Context: an optimization exercise on an open-source flow, tuned for small area and a short achievable clock period. The choices shown serve that exercise and are no tape-out recipe. Function was checked by simulation only, so behaviour that the tests miss may differ from the original. Power is estimated from default activity; no workload was simulated.

### flow/config.mk
export PLATFORM = sky130hd
export DESIGN_NAME = decode
export DESIGN_NICKNAME = decode
export VERILOG_FILES = /design/flow/design.v
export SDC_FILE = /design/flow/constraint.sdc
export NUM_CORES = 4
export LEC_CHECK = 0
export ABC_CLOCK_PERIOD_IN_PS = 2000
export CAP_MARGIN = 20
export CORE_MARGIN = 2
export CORE_UTILIZATION = 40
export PLACE_DENSITY = 0.6
export SETUP_SLACK_MARGIN = 3.5
export SLEW_MARGIN = 20
### flow/constraint.sdc
create_clock -name core_clock -period 6.0 [get_ports {clk}]
set_input_delay 1.2000 -clock core_clock [delete_from_list [all_inputs] [get_ports {clk}]]
set_output_delay 1.2000 -clock core_clock [all_outputs]
set_load 0.01 [all_outputs]
### flow/design.v
module decode(
	clk,
	rst_n,
	data_in,
	data_out
	);
	input clk;
	input rst_n;
	input [1:0] data_in;	 
	output reg data_out;
	reg [4:0] m;
	reg [6:0] p0, p1, p2, p3;
	reg [15:0] lf;
	reg old;	 
	wire clr = (lf == 16'h1a00);
	wire [15:0] lf_nx = {lf[14:0], lf[15]^lf[13]^lf[12]^lf[10]^clr};
	reg [4:0] mn;
	reg [3:0] dec;
	reg [1:0] sel;
	always @(*) begin
		case ({m, data_in})
			7'b00000_00: begin mn = 5'd6; dec = 4'b1010; sel = 2'd0; end
			7'b00000_01: begin mn = 5'd16; dec = 4'b1000; sel = 2'd1; end
			7'b00000_10: begin mn = 5'd16; dec = 4'b0100; sel = 2'd3; end
			7'b00000_11: begin mn = 5'd6; dec = 4'b1001; sel = 2'd2; end
			7'b00110_00: begin mn = 5'd2; dec = 4'b0010; sel = 2'd0; end
			7'b00110_01: begin mn = 5'd1; dec = 4'b1000; sel = 2'd1; end
			7'b00110_10: begin mn = 5'd17; dec = 4'b0100; sel = 2'd1; end
			7'b00110_11: begin mn = 5'd22; dec = 4'b0001; sel = 2'd0; end
			7'b10000_00: begin mn = 5'd22; dec = 4'b1110; sel = 2'd2; end
			7'b10000_01: begin mn = 5'd17; dec = 4'b1011; sel = 2'd3; end
			7'b10000_10: begin mn = 5'd1; dec = 4'b0111; sel = 2'd3; end
			7'b10000_11: begin mn = 5'd2; dec = 4'b1101; sel = 2'd2; end
			7'b00010_00: begin mn = 5'd18; dec = 4'b1010; sel = 2'd0; end
			7'b00010_01: begin mn = 5'd0; dec = 4'b1000; sel = 2'd0; end
			7'b00010_10: begin mn = 5'd0; dec = 4'b0100; sel = 2'd0; end
			7'b00010_11: begin mn = 5'd30; dec = 4'b1001; sel = 2'd0; end
			7'b00001_00: begin mn = 5'd30; dec = 4'b1010; sel = 2'd2; end
			7'b00001_01: begin mn = 5'd0; dec = 4'b1011; sel = 2'd2; end
			7'b00001_10: begin mn = 5'd0; dec = 4'b0111; sel = 2'd2; end
			7'b00001_11: begin mn = 5'd18; dec = 4'b1001; sel = 2'd2; end
			7'b10001_00: begin mn = 5'd0; dec = 4'b1110; sel = 2'd0; end
			7'b10001_01: begin mn = 5'd24; dec = 4'b1000; sel = 2'd3; end
			7'b10001_10: begin mn = 5'd27; dec = 4'b0100; sel = 2'd3; end
			7'b10001_11: begin mn = 5'd0; dec = 4'b1101; sel = 2'd2; end
			7'b10110_00: begin mn = 5'd0; dec = 4'b0010; sel = 2'd0; end
			7'b10110_01: begin mn = 5'd27; dec = 4'b1000; sel = 2'd1; end
			7'b10110_10: begin mn = 5'd24; dec = 4'b0100; sel = 2'd1; end
			7'b10110_11: begin mn = 5'd0; dec = 4'b0001; sel = 2'd2; end
			7'b10010_00: begin mn = 5'd10; dec = 4'b0000; sel = 2'd0; end
			7'b10010_01: begin mn = 5'd4; dec = 4'b1000; sel = 2'd0; end
			7'b10010_10: begin mn = 5'd7; dec = 4'b0100; sel = 2'd0; end
			7'b10010_11: begin mn = 5'd11; dec = 4'b0000; sel = 2'd0; end
			7'b11110_00: begin mn = 5'd31; dec = 4'b0010; sel = 2'd0; end
			7'b11110_01: begin mn = 5'd29; dec = 4'b1000; sel = 2'd1; end
			7'b11110_10: begin mn = 5'd19; dec = 4'b0000; sel = 2'd1; end
			7'b11110_11: begin mn = 5'd15; dec = 4'b0001; sel = 2'd0; end
			7'b11000_00: begin mn = 5'd15; dec = 4'b1110; sel = 2'd2; end
			7'b11000_01: begin mn = 5'd19; dec = 4'b1011; sel = 2'd3; end
			7'b11000_10: begin mn = 5'd29; dec = 4'b1111; sel = 2'd3; end
			7'b11000_11: begin mn = 5'd31; dec = 4'b1101; sel = 2'd2; end
			7'b11011_00: begin mn = 5'd11; dec = 4'b1110; sel = 2'd2; end
			7'b11011_01: begin mn = 5'd7; dec = 4'b1011; sel = 2'd2; end
			7'b11011_10: begin mn = 5'd4; dec = 4'b0111; sel = 2'd2; end
			7'b11011_11: begin mn = 5'd10; dec = 4'b1101; sel = 2'd2; end
			7'b01010_00: begin mn = 5'd26; dec = 4'b1000; sel = 2'd0; end
			7'b01010_01: begin mn = 5'd6; dec = 4'b1000; sel = 2'd0; end
			7'b01010_10: begin mn = 5'd6; dec = 4'b0100; sel = 2'd0; end
			7'b01010_11: begin mn = 5'd23; dec = 4'b1000; sel = 2'd0; end
			7'b00100_00: begin mn = 5'd6; dec = 4'b0010; sel = 2'd0; end
			7'b00100_01: begin mn = 5'd1; dec = 4'b1000; sel = 2'd1; end
			7'b00100_10: begin mn = 5'd17; dec = 4'b0100; sel = 2'd1; end
			7'b00100_11: begin mn = 5'd6; dec = 4'b0001; sel = 2'd2; end
			7'b00111_00: begin mn = 5'd2; dec = 4'b1010; sel = 2'd0; end
			7'b00111_01: begin mn = 5'd16; dec = 4'b1000; sel = 2'd1; end
			7'b00111_10: begin mn = 5'd16; dec = 4'b0100; sel = 2'd3; end
			7'b00111_11: begin mn = 5'd22; dec = 4'b1001; sel = 2'd0; end
			7'b01011_00: begin mn = 5'd16; dec = 4'b0010; sel = 2'd1; end
			7'b01011_01: begin mn = 5'd25; dec = 4'b1000; sel = 2'd1; end
			7'b01011_10: begin mn = 5'd9; dec = 4'b0000; sel = 2'd1; end
			7'b01011_11: begin mn = 5'd16; dec = 4'b0001; sel = 2'd1; end
			7'b11111_00: begin mn = 5'd6; dec = 4'b1110; sel = 2'd0; end
			7'b11111_01: begin mn = 5'd17; dec = 4'b1000; sel = 2'd3; end
			7'b11111_10: begin mn = 5'd1; dec = 4'b0100; sel = 2'd3; end
			7'b11111_11: begin mn = 5'd6; dec = 4'b1101; sel = 2'd2; end
			7'b11101_00: begin mn = 5'd23; dec = 4'b1010; sel = 2'd2; end
			7'b11101_01: begin mn = 5'd6; dec = 4'b1011; sel = 2'd2; end
			7'b11101_10: begin mn = 5'd6; dec = 4'b0111; sel = 2'd2; end
			7'b11101_11: begin mn = 5'd26; dec = 4'b1001; sel = 2'd2; end
			7'b10011_00: begin mn = 5'd16; dec = 4'b1110; sel = 2'd3; end
			7'b10011_01: begin mn = 5'd9; dec = 4'b1000; sel = 2'd3; end
			7'b10011_10: begin mn = 5'd25; dec = 4'b1100; sel = 2'd3; end
			7'b10011_11: begin mn = 5'd16; dec = 4'b1101; sel = 2'd3; end
			7'b01111_00: begin mn = 5'd22; dec = 4'b1010; sel = 2'd2; end
			7'b01111_01: begin mn = 5'd16; dec = 4'b1011; sel = 2'd1; end
			7'b01111_10: begin mn = 5'd16; dec = 4'b0111; sel = 2'd3; end
			7'b01111_11: begin mn = 5'd2; dec = 4'b1001; sel = 2'd2; end
			7'b11010_00: begin mn = 5'd26; dec = 4'b0000; sel = 2'd0; end
			7'b11010_01: begin mn = 5'd20; dec = 4'b1000; sel = 2'd0; end
			7'b11010_10: begin mn = 5'd21; dec = 4'b0100; sel = 2'd0; end
			7'b11010_11: begin mn = 5'd23; dec = 4'b0000; sel = 2'd0; end
			7'b10111_00: begin mn = 5'd12; dec = 4'b0010; sel = 2'd1; end
			7'b10111_01: begin mn = 5'd25; dec = 4'b0000; sel = 2'd1; end
			7'b10111_10: begin mn = 5'd9; dec = 4'b0000; sel = 2'd1; end
			7'b10111_11: begin mn = 5'd13; dec = 4'b0001; sel = 2'd1; end
			7'b11001_00: begin mn = 5'd23; dec = 4'b1111; sel = 2'd2; end
			7'b11001_01: begin mn = 5'd21; dec = 4'b1011; sel = 2'd2; end
			7'b11001_10: begin mn = 5'd20; dec = 4'b0111; sel = 2'd2; end
			7'b11001_11: begin mn = 5'd26; dec = 4'b1111; sel = 2'd2; end
			7'b01001_00: begin mn = 5'd13; dec = 4'b1110; sel = 2'd3; end
			7'b01001_01: begin mn = 5'd9; dec = 4'b1111; sel = 2'd3; end
			7'b01001_10: begin mn = 5'd25; dec = 4'b1111; sel = 2'd3; end
			7'b01001_11: begin mn = 5'd12; dec = 4'b1101; sel = 2'd3; end
			7'b10100_00: begin mn = 5'd2; dec = 4'b0010; sel = 2'd0; end
			7'b10100_01: begin mn = 5'd14; dec = 4'b1000; sel = 2'd1; end
			7'b10100_10: begin mn = 5'd28; dec = 4'b0000; sel = 2'd1; end
			7'b10100_11: begin mn = 5'd22; dec = 4'b0001; sel = 2'd0; end
			7'b10101_00: begin mn = 5'd8; dec = 4'b0000; sel = 2'd0; end
			7'b10101_01: begin mn = 5'd1; dec = 4'b1000; sel = 2'd1; end
			7'b10101_10: begin mn = 5'd17; dec = 4'b0100; sel = 2'd1; end
			7'b10101_11: begin mn = 5'd5; dec = 4'b0000; sel = 2'd0; end
			7'b01100_00: begin mn = 5'd22; dec = 4'b1110; sel = 2'd2; end
			7'b01100_01: begin mn = 5'd28; dec = 4'b1011; sel = 2'd3; end
			7'b01100_10: begin mn = 5'd14; dec = 4'b1111; sel = 2'd3; end
			7'b01100_11: begin mn = 5'd2; dec = 4'b1101; sel = 2'd2; end
			7'b01101_00: begin mn = 5'd5; dec = 4'b1110; sel = 2'd2; end
			7'b01101_01: begin mn = 5'd17; dec = 4'b1011; sel = 2'd3; end
			7'b01101_10: begin mn = 5'd1; dec = 4'b0111; sel = 2'd3; end
			7'b01101_11: begin mn = 5'd8; dec = 4'b1101; sel = 2'd2; end
			7'b01110_00: begin mn = 5'd30; dec = 4'b0010; sel = 2'd2; end
			7'b01110_01: begin mn = 5'd4; dec = 4'b1011; sel = 2'd2; end
			7'b01110_10: begin mn = 5'd7; dec = 4'b0111; sel = 2'd2; end
			7'b01110_11: begin mn = 5'd18; dec = 4'b0001; sel = 2'd2; end
			7'b11100_00: begin mn = 5'd31; dec = 4'b1110; sel = 2'd0; end
			7'b11100_01: begin mn = 5'd24; dec = 4'b1000; sel = 2'd3; end
			7'b11100_10: begin mn = 5'd27; dec = 4'b0100; sel = 2'd3; end
			7'b11100_11: begin mn = 5'd15; dec = 4'b1101; sel = 2'd0; end
			7'b01000_00: begin mn = 5'd18; dec = 4'b1110; sel = 2'd0; end
			7'b01000_01: begin mn = 5'd7; dec = 4'b1000; sel = 2'd0; end
			7'b01000_10: begin mn = 5'd4; dec = 4'b0100; sel = 2'd0; end
			7'b01000_11: begin mn = 5'd30; dec = 4'b1101; sel = 2'd0; end
			7'b00101_00: begin mn = 5'd15; dec = 4'b0010; sel = 2'd2; end
			7'b00101_01: begin mn = 5'd27; dec = 4'b1011; sel = 2'd1; end
			7'b00101_10: begin mn = 5'd24; dec = 4'b0111; sel = 2'd1; end
			7'b00101_11: begin mn = 5'd31; dec = 4'b0001; sel = 2'd2; end
			default: begin mn = 5'd0; dec = 4'b0000; sel = 2'd0; end
		endcase
	end
	reg pick;
	always @(*)
		case (sel)
			2'd0: pick = p0[6];
			2'd1: pick = p1[6];
			2'd2: pick = p2[6];
			default: pick = p3[6];
		endcase
	always @(posedge clk or negedge rst_n)
		if (!rst_n) begin
			lf <= 16'h3400;
			old <= 1'b0;
			m <= 5'd0;
			data_out <= 1'b0;
		end else begin
			lf <= lf_nx;
			old <= ~clr & (old | lf[7]);
			m <= clr ? 5'd0 : mn;
			data_out <= ~clr & old & pick;
		end
	always @(posedge clk) begin
		p0 <= {dec[0] ? p2[5:0] : p0[5:0], dec[0]};
		p1 <= {dec[1] ? p2[5:0] : p0[5:0], dec[1]};
		p2 <= {dec[2] ? p3[5:0] : p1[5:0], dec[2]};
		p3 <= {dec[3] ? p3[5:0] : p1[5:0], dec[3]};
	end
endmodule
### flow/run.sh
#!/bin/bash
# synth_recipe.tcl (not shown) runs the flow's synth.tcl, then flattens the netlist and writes it again
# the make line also repeats each setting of config.mk as NAME=value (left out here)
make -C /OpenROAD-flow-scripts/flow DESIGN_CONFIG=/design/flow/config.mk WORK_HOME=/design/flow/orfs CLKGATE_MAP_FILE= SYNTH_SCRIPT=/design/flow/synth_recipe.tcl finish
==> impl.org, run 1 <==
** Place
- Number of buffers added on ports :: 4
- After legalization and detailed placement, the total HPWL measured 5077 um.
- Routability-driven placement finished with a final weighted congestion of 0.8645.

** Cells and area
- The final layout contains ~390 nets.
- In the final layout, flip-flops and latches occupy 1145 um^2.
- Final-layout fill cell count :: 673
- Signed area change from the synthesized netlist to the final layout :: 28.19%
- Fraction of layout instances using a drive strength above 1 :: between 30% and 40%
- Multi-input gate area in the final layout :: 2145 um^2
- Fraction of the core area covered by cells at the end of the flow :: between 50 and 60%
- 0 antenna diodes ended up in the layout.

** STA
- For this run, the top clock speed supported by timing is around 360 MHz.
- Setup repair after global routing could not meet its margin everywhere.
- Number of max-slew violations in the final report :: 0
- Worst max-slew margin expressed relative to the limit :: between 50% and 60%
- At the pin with the least slew margin, the transition time is approximately 620 ps.
- After layout, the worst path uses 46.32% of the clock period.
- Final hold violations :: 0
- Period minus WS final :: approximately 2800 ps
- For the final database, setup skew stands at 12.24 ps.
- Adding up every negative setup slack in the final design gives 0 ps.
- Across all hold checks on the routed design, the worst slack comes to ~380 ps.
- Final setup vio count :: 0

** Synthesis
- In this run the cell area of the synthesized design comes to between 3000 and 4000 um^2.
- Nets in the synthesized netlist :: ~370
- Synthesized instance count :: ~350
- Fraction of registers with async set/reset :: a little under half
- Yosys mapped a number of flops with a built-in enable equal to 0.
- Fraction of post-synthesis cell area in the top cell type by area :: 17.71%
- Summed over all instances, the cell type with the most area after synthesis is sky130_fd_sc_hd__dfxtp_1.
- In the post-synthesis netlist, the biggest area contributors are sky130_fd_sc_hd__dfxtp_1 18%, sky130_fd_sc_hd__dfrtp_1 16%, sky130_fd_sc_hd__mux2_2 5.7%.
- Number of warnings issued by yosys :: 1
- After synthesis the netlist holds a flip-flop and latch count of 51.
- A synthesized cell averages 9.015 um^2.
- Yosys mapped the design onto 65 distinct sky130hd cell types.
- Portion of the post-synthesis area used by sequential elements :: ~36%
- Among all flip-flop cells after synthesis, the most frequent one is sky130_fd_sc_hd__dfxtp_1.

** Detailed routing
- In the routed design, unresolved DRC markers number 0.
- For this block, the via count after detailed routing is between 2,000 and 3,000.
- Dividing the detail-routed wire length by the instance count gives approximately 18 um.
- Using the TritonRoute via totals, the vias-per-cell ratio works out to 6.111.
- Number of DRC markers after the initial detailed-route iteration :: 384
- Count of nets left with antenna violations after detail routing :: 0
- For this block, the routed nets add up to ~8800 um of wire.
- The first detailed-routing pass took 7 iterations.

** CTS
- Clock latency on the worst-skew pair :: between 300 and 400 ps
- Maximum buffer depth of the clock tree :: 2
- CTS sink cnt :: about 50
- Number of CTS-inserted buffers :: 5
- Clock root cell :: sky130_fd_sc_hd__clkbuf_8
- After clock tree synthesis, the clock-pin slew on the worst setup and hold paths is ~90 ps.
- Number of levels in the clock H-tree :: 2
- The number of hold buffers added after CTS was 0.
- TritonCTS clock tree :: done

** Global route
- Initial antenna violation count :: 0
- Global routing used 20.28% of the available tracks across all layers.
- Busiest layer in global routing :: met2
- The number of global-route vias before repair was between 2,000 and 3,000.
- Met2 capacity usage during global routing :: approximately 33%
- Entering global routing, the biggest net connects 53 pins.
- Met1 global-route usage :: a little over a quarter
- The first global-routing pass estimated around 14,000 um of wire.
- Overflow after GRT :: 0
- Met3 usage :: 4.068%

** Setup path
- For flop-to-flop paths, the worst setup slack is around 3300 ps.
- Cell type of the slowest stage on the worst timing path :: sky130_fd_sc_hd__mux4_2
- Crit path arrival time :: ~3000 ps
- The worst setup path is launched from an input pin.
- Data required time at the worst endpoint :: about 6200 ps
- The critical path is of the input pin to flip-flop type.
- Largest fanout of any net on the critical path :: 6
- The worst setup path is captured at a flip-flop.
- Peak per-stage delay on the critical path :: approximately 520 ps
- Combined buffer and inverter count along the critical path :: 2
- Cells along the critical path :: buf_12 > clkinvlp_4 > ha_4 > nand2b_4 > a21oi_2 > o21ai_2 > o221ai_2 > mux4_2 > nor2b_4
- The cell family contributing the most delay on the critical path is multiplexers.

** Power and ir drop
- In this run, flip-flops and latches consume between 20% and 30% of the power.
- The design draws around 2.4 mW.
- Net switching power :: 1.025 mW
- Portion of total power attributed to the clock network :: under 10%
- Net switching is between 40 and 50% of the power.
- Static Leakage :: 1.666 nW
- P per Cell Area :: 592.6 nW/um^2
- Internal power component :: 1.379 mW
- The share of total power dissipated in combinational logic is approximately two thirds.
- VDD sags by at most around 0.00033 V.

** Floorplanning
- Area of the die :: 8638 um^2
- 5 I/O pins were placed.
- The floorplan step set the die width to 92.94 um.
- The floorplan has 32 rows.
- Starting Density :: ~41%
- Floorplan die height :: between 90 and 100 um
- The floorplan step defined a core boundary enclosing 7687 um^2.

** Outcome
- The flow ran to the end and the layout has no timing, DRC or antenna violations.

** Job
- Max Cap Viol :: 0

** Hold path
- The min-delay analysis places its worst path in the category flip-flop to flip-flop.
==> worst reg2reg max path, stage by stage, from the launching register on <==
cell and delay (ps):
sky130_fd_sc_hd__dfrtp_4 610, sky130_fd_sc_hd__inv_1 510, sky130_fd_sc_hd__ha_1 270, sky130_fd_sc_hd__nor2_1 50
sky130_fd_sc_hd__a31oi_1 190, sky130_fd_sc_hd__o221ai_1 170, sky130_fd_sc_hd__o221ai_2 120, sky130_fd_sc_hd__mux4_2 520
sky130_fd_sc_hd__nor2b_4 130
==> per-stage QoR <==
| stage | cell area, um^2 | worst slack (ps) | cells |
|---|---|---|---|
| final | 4056 | 3221 | 478 |
| after global routing | 4056 | 3164 | 478 |
| after CTS | 3806 | 3203 | 464 |
| after detailed placement | 3332 | 1845 | 430 |
| after global placement | 3332 | 1900 | 430 |
| after floorplan | 3313 | 3116 | 351 |
==> area by class of cell <==
class                           instances  share of cell area (%)
Clock buffer                            6                   2.313
Inverter                               13                   1.481
Tap cell                              102                   3.146
Multi-Input combinational cell        256                   52.87
Timing Repair Buffer                   48                   11.63
Clock inverter                          2                  0.3393
Sequential cell                        51                   28.22
==> cells by family (layout without fill, tap and decap cells) <==
group	Yosys count	after routing	synth area share, %
AOI/OAI and AO/OA	112	112	24.67
xor gates and xnor gates	3	3	0.8305
adders and majority gates	10	10	3.954
buffers and inverters	44	69	5.812
DFF	51	51	36.02
muxes	35	35	13.64
and+or+nand+nor	96	96	15.07
==> synth_stat cells, drive strengths merged, types with 2 or more instances <==
| master | instances |
|---|---|
| a22o | 3 |
| o221ai | 2 |
| mux2i | 6 |
| o22ai | 5 |
| a31oi | 7 |
| nor3 | 4 |
| clkbuf | 15 |
| a22oi | 2 |
| mux4 | 4 |
| a2bb2oi | 3 |
| ha | 10 |
| o2bb2ai | 2 |
| or3 | 3 |
| a32oi | 3 |
| inv | 13 |
| buf | 16 |
| nor2b | 5 |
| xor2 | 2 |
| a211o | 2 |
| a221o | 2 |
| dfxtp | 28 |
| dfstp | 3 |
| nor4 | 2 |
| o311a | 3 |
| a211oi | 5 |
| nand2b | 10 |
| o21ai | 32 |
| nand3 | 9 |
| nand2 | 19 |
| nand3b | 2 |
| mux2 | 25 |
| o211ai | 6 |
| a21oi | 22 |
| o311ai | 4 |
| dfrtp | 20 |
| o31ai | 2 |
| nor2 | 33 |
==> layout by cell type (no fill, tap or decap), drive strengths merged, types with 6 or more instances in the layout <==
cell type,netlist,layout
o21ai,32,32
dfxtp,28,28
dfrtp,20,20
a21oi,22,22
inv,13,10
mux2,25,25
buf,16,47
ha,10,10
clkbuf,15,6
nand3,9,9
nand2b,10,10
nor2,33,33
nand2,19,19
a31oi,7,7
o211ai,6,6
mux2i,6,6
==> what timing repair did <==
item | 4_1_cts | 5_1_grt
setup endpoints to repair | 34 | 33
setup buffers | 26 | 14
resized for setup | 48 | 34
cloned | 0 | 0
pin swaps | 13 | 23
==> layer usage <==
| layer | vias to the layer above | wire length (um) |
|---|---|---|
| li1 | 1340 | - |
| met5 | - | 0 |
| met1 | 1401 | 3807 |
| met3 | 34 | 628 |
| met2 | 146 | 4092 |
| met4 | 0 | 233 |
==> registers in the layout (all words and copies together), names as in the netlist <==
register / count
p1: 7
data_out: 1
lf: 16
m: 5
p3: 7
old: 1
p2: 7
p0: 7
==> power groups by stage <==
| stage | Sequential, mW | Clock [mW] | Combinational, mW |
|---|---|---|---|
| 2_1_floorplan | 0.518 | 0 | 1.08 |
| 3_3_place_gp | 0.566 | 0 | 1.25 |
| 3_5_place_dp | 0.571 | 0 | 1.26 |
| 4_1_cts | 0.570 | 0.228 | 1.46 |
| 5_1_grt | 0.595 | 0.240 | 1.73 |
| 6_report | 0.579 | 0.221 | 1.60 |
==> worst paths after layout <==
path,startpoint,endpoint,cells after the start
setup / recovery,data_in[1],data_out,9
hold / removal,lf[9],lf[10],0
setup reg to reg,m[0],data_out,8
hold reg to reg,lf[9],lf[10],0
max in group asynchronous,rst_n,m[0],1
min in group asynchronous,rst_n,lf[7],1
==> run 2, diff against run 1 <==
==> flow/config.mk (replaced) <==
export PLATFORM = sky130hd
export DESIGN_NAME = decode
export DESIGN_NICKNAME = decode
export VERILOG_FILES = /design/flow/design.v
export SDC_FILE = /design/flow/constraint.sdc
export NUM_CORES = 4
export LEC_CHECK = 0
export ABC_CLOCK_PERIOD_IN_PS = 1500
export CAP_MARGIN = 20
export CORE_MARGIN = 2
export CORE_UTILIZATION = 65
export PLACE_DENSITY = 0.75
export SETUP_SLACK_MARGIN = 3.5
export SLEW_MARGIN = 20
==> run 2 against run 1 <==
Still clean on timing, DRC and antenna. Sequential power fell by 4.8%. Critical path depth increased by 1. Die area down 37%. Flip-flop and latch count unchanged. Hold slack gained 5.3 ps. Count of clock-buffer cells in the layout down 1. Core utilization grew 28 points. Synthesized cell count did not move. Highest routed layer unchanged.
==> impl.org, run 2 <==
** Outcome
- The run finished with no timing, DRC or antenna violations.

** Setup path
- At the worst endpoint, the required time is 6200 ps.
- Combined buffer and inverter count along the critical path :: 3
- The largest single stage delay on the critical path is just under 500 ps.
- The worst setup path is of the input pin to flip-flop kind.
- Largest fanout of any net on the critical path :: 6
- Broken down by cell family, the worst path's largest delay share belongs to multiplexers.
- Crit path arrival time :: a little under 3000 ps
- STA classifies the critical path endpoint as a flip-flop.
- Cells along the critical path :: buf_12 > clkinvlp_4 > ha_4 > buf_6 > nor2b_4 > or3_1 > o31ai_1 > mux4_2 > o21ai_2 > nor2_1
- For this design, the slowest cell found on the critical path is sky130_fd_sc_hd__mux4_2.
- Launching element type of the critical path :: input pin

** Cells and area
- Finished layout cell area :: around 3800 um^2
- Final #Nets :: ~380
- From synthesis to final layout, the design area changed by 20.28%.
- Cells fill between 80% and 90% of the core in the end.
- Biggest register :: lf
- Commonest cells after routing, fill and taps aside :: 29 x sky130_fd_sc_hd__nor2_1, 28 x sky130_fd_sc_hd__dfxtp_1, 27 x sky130_fd_sc_hd__buf_4
- Leading cell type in the layout, fill and taps excluded :: sky130_fd_sc_hd__nor2_1
- Of the cells placed in the final design, the portion with a size suffix greater than 1 is 32.24%.
- The register with the most flip-flops in the layout has 16 of them.
- Leaving out filler cells and counting taps, the final layout contains 433.
- ANT cells :: 0

** Global route
- The first global-routing pass estimated between 10,000 and 15,000 um of wire.
- Met3 usage :: under 10%
- Entering global routing, the biggest net connects a little under 60 pins.
- The number of antenna violations at the first check in global routing is 0.
- Busiest layer in global routing :: met2
- Global-route usage over all layers :: 33.57%
- For this run, global-route usage on met2 was measured as between 50 and 60%.
- Vias in the first global route :: approximately 2,800
- Met1 global-route usage :: a little over two fifths
- The total overflow left after global routing is 0.

** STA
- Worst-Margin Slew :: approximately 600 ps
- Setup repair after global routing could not meet its margin everywhere.
- Final critical-path share of the clock period :: between 40 and 50%
- Final clock skew :: about 3.7 ps
- In this run the tightest slew margin relative to its limit is about three fifths.
- Summed over all failing endpoints, the final setup total negative slack is 0 ps.
- Number of max-slew violations in the final report :: 0
- Final setup vio count :: 0
- For this run, the top clock speed supported by timing is 361.9 MHz.
- Period minus WS final :: about 2800 ps
- Final hold violations :: 0

** Power and ir drop
- Peak supply drop :: around 0.00041 V
- P per Cell Area :: 596.5 nW/um^2
- Summed over all cells, the static leakage comes to around 1.6 nW.
- Final Power :: approximately 2.3 mW

** Synthesis
- When the netlist entered floorplanning its net count stood at between 300 and 400.
- Yosys mapped the design onto 65 distinct sky130hd cell types.
- The share of synthesized area in the top cell type comes to 17.71%.
- In this run, synthesis produced a sequential element count of just over 50.
- Counting flops with an async set or reset pin after synthesis yields a share of about 45%.
- In this run, synthesis inferred 0 flip-flops with an integrated enable.
- After synthesis, the mean cell area works out to between 9 and 10 um^2.
- Most area-consuming cells after synthesis :: sky130_fd_sc_hd__dfxtp_1 18%, sky130_fd_sc_hd__dfrtp_1 16%, sky130_fd_sc_hd__mux2_2 5.7%
- The commonest cells after synthesis are 33 x sky130_fd_sc_hd__nor2_1, 28 x sky130_fd_sc_hd__dfxtp_1, 26 x sky130_fd_sc_hd__o21ai_0.
- Synthesized instance count :: 351
- Most frequent cell after synthesis :: sky130_fd_sc_hd__nor2_1
- Netlist area before placement :: approximately 3200 um^2
- The most used flip-flop cell after synthesis is sky130_fd_sc_hd__dfxtp_1.
- Portion of the post-synthesis area used by sequential elements :: 36.02%
- Cell type with the highest aggregate area in the netlist :: sky130_fd_sc_hd__dfxtp_1
- Number of warnings issued by yosys :: 1

** CTS
- TritonCTS clock tree :: done
- In this run, CTS created clock tree buffers numbering 5.
- Clock latency on the worst-skew pair :: between 300 and 400 ps
- Number of levels in the clock H-tree :: 2
- Clock root cell :: sky130_fd_sc_hd__clkbuf_8
- CTS sink cnt :: between 50 and 60
- Maximum buffer depth of the clock tree :: 2
- Clock-pin slew was measured on the worst setup and hold paths at roughly 100 ps.

** Floorplanning
- Floorplan die height :: between 70 and 80 um
- Area of the die :: between 5000 and 6000 um^2
- Starting Density :: around two thirds
- Measured along the x axis, the die boundary spans 73.77 um.
- Core outline area :: around 4700 um^2
- In this run the count of I/O pins placed on the die edge is 5.
- Row generation in the floorplan step produced 25 rows.

** Detailed routing
- Number of DRC markers after the initial detailed-route iteration :: around 440
- After detailed routing, the number of remaining DRC violations is 0.
- In the final routed layout, each cell accounts on average for around 20 um.
- Dividing the detail-routed via count by the number of cells gives slightly below 7.
- Count of nets left with antenna violations after detail routing :: 0
- Summing over every cut layer, the via total after detailed routing is about 2,900.
- Wire length after detailed routing :: 8446 um
- Number of optimization iterations in the first detailed-route pass :: 9

** Hold path
- In this run the worst hold path is classified as flip-flop to flip-flop.

** Place
- Weighted congestion at the end of routability-driven global placement :: 0.8766
- Number of buffers added on ports :: 4
- Placed cells :: between 300 and 400
- Summed over all nets, the half-perimeter wirelength after detailed placement is approximately 4800 um.
- Post-detailed-placement cell area :: about 3300 um^2

** Job
- Across the run, the number of max-cap violations was 0.
==> run 2: changes by cell type in the layout (fill, tap and decap cells not counted), sizes merged <==
cell / previous run / this run
buf: 47 / 37
clkbuf: 6 / 5
clkinv: 2 / 0
clkinvlp: 3 / 4
inv: 10 / 12
==> run 2: path summary, 6_finish.rpt <==
check | from | end | slack, ps | cells after the start
setup / recovery | data_in[1] | m[0] | 3240 | 10
hold / removal | lf[11] | lf[12] | 380 | 0
setup reg to reg | m[0] | data_out | 3400 | 10
hold reg to reg | lf[11] | lf[12] | 380 | 0
max in group asynchronous | rst_n | lf[10] | 4820 | 1
min in group asynchronous | rst_n | m[2] | 830 | 1
==> run 2: area by class of cell <==
| cell class | count | area [um^2] |
|---|---|---|
| Clock inverter | 3 | 27.53 |
| Timing Repair Buffer | 38 | 330.3 |
| Sequential cell | 51 | 1141 |
| Multi-Input combinational cell | 256 | 2095 |
| Inverter | 13 | 60.06 |
| Fill cell | 292 | 917.1 |
| Clock buffer | 5 | 68.82 |
| Tap cell | 67 | 83.83 |
==> run 2: metrics by stage <==
stage               setup slack [ps]  hold slack [ps]
floorplan                       3116            346.6
global placement                1865            357.0
detailed placement              1761            359.5
CTS                             3253            383.3
global route                    3169            390.9
finish                          3237            382.4
==> run 2: timing repair <==
action	CTS	global route
resized for setup	56	4
pin swaps	24	9
setup endpoints to repair	34	32
buffers inserted	29	1
hold buffers	0	0
==> run 2: logic make-up after synthesis <==
logic type / synth area share [%]
buffers and inverters: 5.812
adder cells (fa/ha/maj): 3.954
XOR/XNOR: 0.8305
multiplexers: 13.64
flip-flops: 36.02
AO/OA/AOI/OAI: 24.67
AND/OR/NAND/NOR: 15.07
==> run 2: layer usage <==
metal / share of wire [%] / up-vias
met2: 45 / 201
li1: - / 1315
met5: 0 / -
met4: 5.9 / 0
met3: 8.9 / 61
met1: 41 / 1346
==> run 2: report_power, final <==
group	leakage, nW	switching (mW)	internal [mW]
Combinational	1.00	0.794	0.716
Sequential	0.535	0.0784	0.472
Clock	0.0467	0.122	0.0865
Total	1.58	0.995	1.28
==> run 3, diff against run 2 <==
==> flow/config.mk (replaced) <==
export PLATFORM = sky130hd
export DESIGN_NAME = decode
export DESIGN_NICKNAME = decode
export VERILOG_FILES = /design/flow/design.v
export SDC_FILE = /design/flow/constraint.sdc
export NUM_CORES = 4
export LEC_CHECK = 0
export ABC_CLOCK_PERIOD_IN_PS = 2500
export CAP_MARGIN = 20
export CORE_MARGIN = 2
export CORE_UTILIZATION = 65
export PLACE_DENSITY = 0.75
export SETUP_SLACK_MARGIN = 3.2
export SLEW_MARGIN = 20
==> run 3 against run 2 <==
First-iteration DRC count shrank 14%. Global-route usage shrank 2.6 points. Clock skew grew 7.6 ps. Critical path type unchanged. Die area is the same. Hold slack lost 3.1 ps. Via count shrank 3.4%.
==> impl.org, run 3 <==
** Synthesis
- Ys flop type :: sky130_fd_sc_hd__dfxtp_1
- Flip-flop and latch count after synthesis :: a little over 50
- Nets in the synthesized netlist :: approximately 370
- Ranked by total cell area, the synthesized netlist is headed by sky130_fd_sc_hd__dfxtp_1 18%, sky130_fd_sc_hd__dfrtp_1 16%, sky130_fd_sc_hd__mux2_2 5.7%.
- Synthesized instance count :: approximately 350
- Fraction of registers with async set/reset :: ~45%
- Cell type with the highest aggregate area in the netlist :: sky130_fd_sc_hd__dfxtp_1
- By count the netlist is led by 33 x sky130_fd_sc_hd__nor2_1, 28 x sky130_fd_sc_hd__dfxtp_1, 26 x sky130_fd_sc_hd__o21ai_0.
- A synthesized cell averages about 9.0 um^2.
- Distinct cells, synth :: between 60 and 70
- Most frequent cell after synthesis :: sky130_fd_sc_hd__nor2_1
- For this run, the number of Yosys warnings is 1.
- Netlist area before placement :: between 3000 and 4000 um^2
- In this run the biggest area consumer among cell types represents approximately 18% of the synthesized area.
- Number of enable-type register cells in the synthesized netlist :: 0
- Sequential cells were found to cover 36.02% of the synthesized design area.

** Detailed routing
- Vias per inst :: around 6.7
- In the routed design, unresolved DRC markers number 0.
- Wire length after detailed routing :: roughly 8000 um
- The count of nets left with antenna violations once routing finished came out at 0.
- Number of DRC markers after the initial detailed-route iteration :: between 300 and 400
- DR vias :: between 2,000 and 3,000
- Dividing the detail-routed wire length by the instance count gives ~19 um.
- The first detailed-routing pass ran for 6 iterations.

** STA
- Post-route setup slack :: 3164 ps
- In the final timing run, aggregate negative setup slack is 0 ps.
- The worst path uses a little under half of the clock period.
- For this run, the top clock speed supported by timing is ~350 MHz.
- Worst max-slew margin expressed relative to the limit :: around 60%
- Number of max-slew violations in the final report :: 0
- Worst-Margin Slew :: 597.8 ps
- Final hold violations :: 0
- Setup violations remaining at the end of the flow were counted as 0.
- Setup repair after global routing missed its margin :: yes
- The clock period could shrink to approximately 2800 ps.
- Between clock sinks in the finished design, the worst skew comes to 11.30 ps.

** Outcome
- Outcome :: complete, no violations

** Power and ir drop
- Final Power :: 2.116 mW
- Internal power component :: between 1 and 1.5 mW
- Summed over all cells, the static leakage comes to 1.461 nW.
- Registers are responsible for approximately 26% of the overall power.
- Portion of total power attributed to the clock network :: around 9.2%
- Switching Fraction :: approximately 45%
- Peak supply drop :: 0.0003781 V
- For this design the ratio of total power to cell area is just under 600 nW/um^2.
- Summed over all nets, the switching power comes to 0.9415 mW.
- The share of total power dissipated in combinational logic is roughly 65%.

** CTS
- Clock latency on the worst-skew pair :: 300 ps
- The tree is rooted in a sky130_fd_sc_hd__clkbuf_8.
- TritonCTS built the clock tree.
- Number of levels in the clock H-tree :: 2
- Number of CTS-inserted buffers :: 5
- Maximum buffer depth of the clock tree :: 2
- The clock drives 51 sinks.
- Clock-pin slew was measured on the worst setup and hold paths at about 100 ps.
- In this run, post-CTS hold repair placed 0 buffers.

** Global route
- The first global-routing pass estimated ~13,000 um of wire.
- After global routing the overflow that remains totals 0.
- For met2 alone, demand over resource in global routing was between 40% and 50%.
- Busiest layer in global routing :: met2
- Global routing used between 4 and 5% of the available met3 tracks.
- Pin count of the biggest net entering global routing :: 58
- Global-route usage over all layers :: a little under a third
- Global routing used 41.78% of the available met1 tracks.
- The number of antenna violations at the first check in global routing came to 0.
- Vias in the first global route :: approximately 2,600

** Place
- Number of buffers added on ports :: 4
- After legalization and detailed placement, the total HPWL measured 4879 um.
- Routability-driven placement finished with a final weighted congestion of 0.9572.
- Before CTS, the worst setup slack after placement is 1820 ps.

** Cells and area
- Of the cells placed in the final design, the portion with a size suffix greater than 1 is roughly a quarter.
- Final-layout fill cell count :: around 340
- Leading cell type in the layout, fill and taps excluded :: sky130_fd_sc_hd__nor2_1
- Biggest register :: lf
- The repair_antennas step left the layout with diodes totalling 0.
- Commonest cells after routing, fill and taps aside :: 30 x sky130_fd_sc_hd__nor2_1, 28 x sky130_fd_sc_hd__dfxtp_1, 23 x sky130_fd_sc_hd__o21ai_0, 22 x sky130_fd_sc_hd__buf_4, 20 x sky130_fd_sc_hd__a21oi_1
- Signed area change from the synthesized netlist to the final layout :: 14.75%
- Largest register FFs :: 16
- Final #Nets :: between 300 and 400

** Setup path
- CP endpoint kind :: flip-flop
- STA puts the critical path data arrival time at roughly 3000 ps.
- Data required time at the worst endpoint :: roughly 6200 ps
- Cells along the critical path :: buf_12 > clkinvlp_4 > ha_4 > and3b_1 > or3_1 > a21oi_2 > o221ai_2 > mux4_2 > nor2b_4
- The worst setup path is launched from an input pin.
- The setup path with the least slack is of type input pin to flip-flop.
- Cell class contributing the biggest share of worst-path delay :: simple AND/OR/NAND/NOR gates
- Peak per-stage delay on the critical path :: 450 ps
- In this run the worst path has a maximum fanout of 6.
- The number of buffers and inverters on the critical path is 2.
- Among all stages on the critical path, the largest delay is contributed by sky130_fd_sc_hd__mux4_2.

** Floorplanning
- Starting Density :: between 60% and 70%
- The total area inside the core boundary comes to about 4700 um^2.
- # rows :: 25
- Num ports :: 5
- Floorplan die height :: around 74 um
- Area of the die :: ~5400 um^2
- Die width :: 73.77 um

** Hold path
- Worst min-delay path category :: flip-flop to flip-flop

** Job
- The tool flagged a number of max-cap violations equal to 0.
==> run 3: cell count changes in the layout (fill, tap and decap cells not counted), sizes merged <==
cell,delta
buf,-10
clkbuf,+2
inv,-1
==> run 3: what timing repair did <==
| action | 4_1_cts | 5_1_grt |
|---|---|---|
| pin swaps | 4 | 7 |
| gates resized for setup | 24 | 15 |
| cloned | 0 | 1 |
| buffers inserted | 9 | 10 |
| endpoints found under the hold margin | 0 | 0 |
| setup endpoints to repair | 34 | 27 |
==> run 3: cell families after synthesis <==
logic type / synth area share (%)
fa+ha+maj: 3.954
simple gates: 15.07
buf+inv: 5.812
flops: 36.02
compound gates: 24.67
xor+xnor: 0.8305
mux: 13.64
==> run 3: final cells by class <==
class	instances	area (um^2)	share of cell area [%]
multi-input cells	256	1987	54.72
flip-flops and latches	51	1141	31.43
repair buffers	29	270.3	7.443
well taps	67	83.83	2.309
clock buffers	6	72.57	1.999
inverters	13	60.06	1.654
clock inverters	2	16.27	0.4480
==> run 3: power groups by stage <==
stage                     combinational (mW)  sequential, mW  clock, mW
final                                   1.37           0.547      0.194
after global routing                    1.48           0.565      0.210
after CTS                               1.29           0.544      0.199
after detailed placement                1.22           0.550          0
after global placement                  1.21           0.541          0
after floorplan                         1.02           0.516          0
==> run 3: worst register-to-register path, stage by stage, from the launching register on <==
cell	delay, ps
sky130_fd_sc_hd__dfrtp_1	340
sky130_fd_sc_hd__buf_4	490
sky130_fd_sc_hd__clkinvlp_4	180
sky130_fd_sc_hd__buf_4	220
sky130_fd_sc_hd__ha_1	210
sky130_fd_sc_hd__nor2_1	80
sky130_fd_sc_hd__a31oi_1	60
sky130_fd_sc_hd__o221ai_1	260
sky130_fd_sc_hd__o221ai_2	160
sky130_fd_sc_hd__mux4_2	450
sky130_fd_sc_hd__nor2b_4	140
==> run 3: layer usage <==
metal	vias to the layer above	wire length, um
met2	165	3881
li1	1298	-
met4	0	336
met3	39	625
met5	-	0
met1	1323	3365
==> run 3: path summary, 6_finish.rpt <==
kind / startpoint / to / slack [ps] / cells after the start
min: lf[9] / lf[10] / 380 / 0
max in group asynchronous: rst_n / lf[12] / 4780 / 1
max reg2reg: m[0] / data_out / 3330 / 10
min in group asynchronous: rst_n / m[2] / 860 / 1
max: data_in[0] / data_out / 3160 / 9
min reg2reg: lf[9] / lf[10] / 380 / 0
==> run 3: through the flow <==
step / cell area (um^2) / hold WS (ps) / utilization (%) / instances
after floorplan: 3244 / 346.6 / - / 351
after global placement: 3254 / 357.7 / 68.90 / 396
after detailed placement: 3254 / 362.9 / 68.90 / 396
after CTS: 3472 / 383.9 / 73.51 / 413
after global routing: 3631 / 392.3 / 76.87 / 424
final: 3631 / 379.4 / 76.87 / 424

[separate check: timing with driven ports]
Ports are ideal in the flow. The routed layouts listed here were re-timed in OpenROAD. Step 1 assumes that a clkbuf_16 drives the clock port and a buf_2 every other input. Step 2 adds t to the input delays and takes it off the output delays; t is the mean of the earliest and latest rising clock arrival at the registers after step 1. Input paths then give back, and output paths get back, about the clock's delay inside the block. Slacks: ideal / step 1 / step 2; pairs: ideal / step 1.
run	t (ns)	setup WS [ns]	latest minus earliest clock arrival (ns)
run 1	0.331	3.221 / 3.180 / 2.850	0.012 / 0.013
run 2	0.334	3.237 / 3.194 / 2.861	0.004 / 0.003
run 3	0.317	3.164 / 3.095 / 2.779	0.012 / 0.011
After both steps setup and hold are still met in every run listed. The setup slack of run 3, which loses most, moves by -0.069 ns with the drivers and by -0.385 ns with both steps.
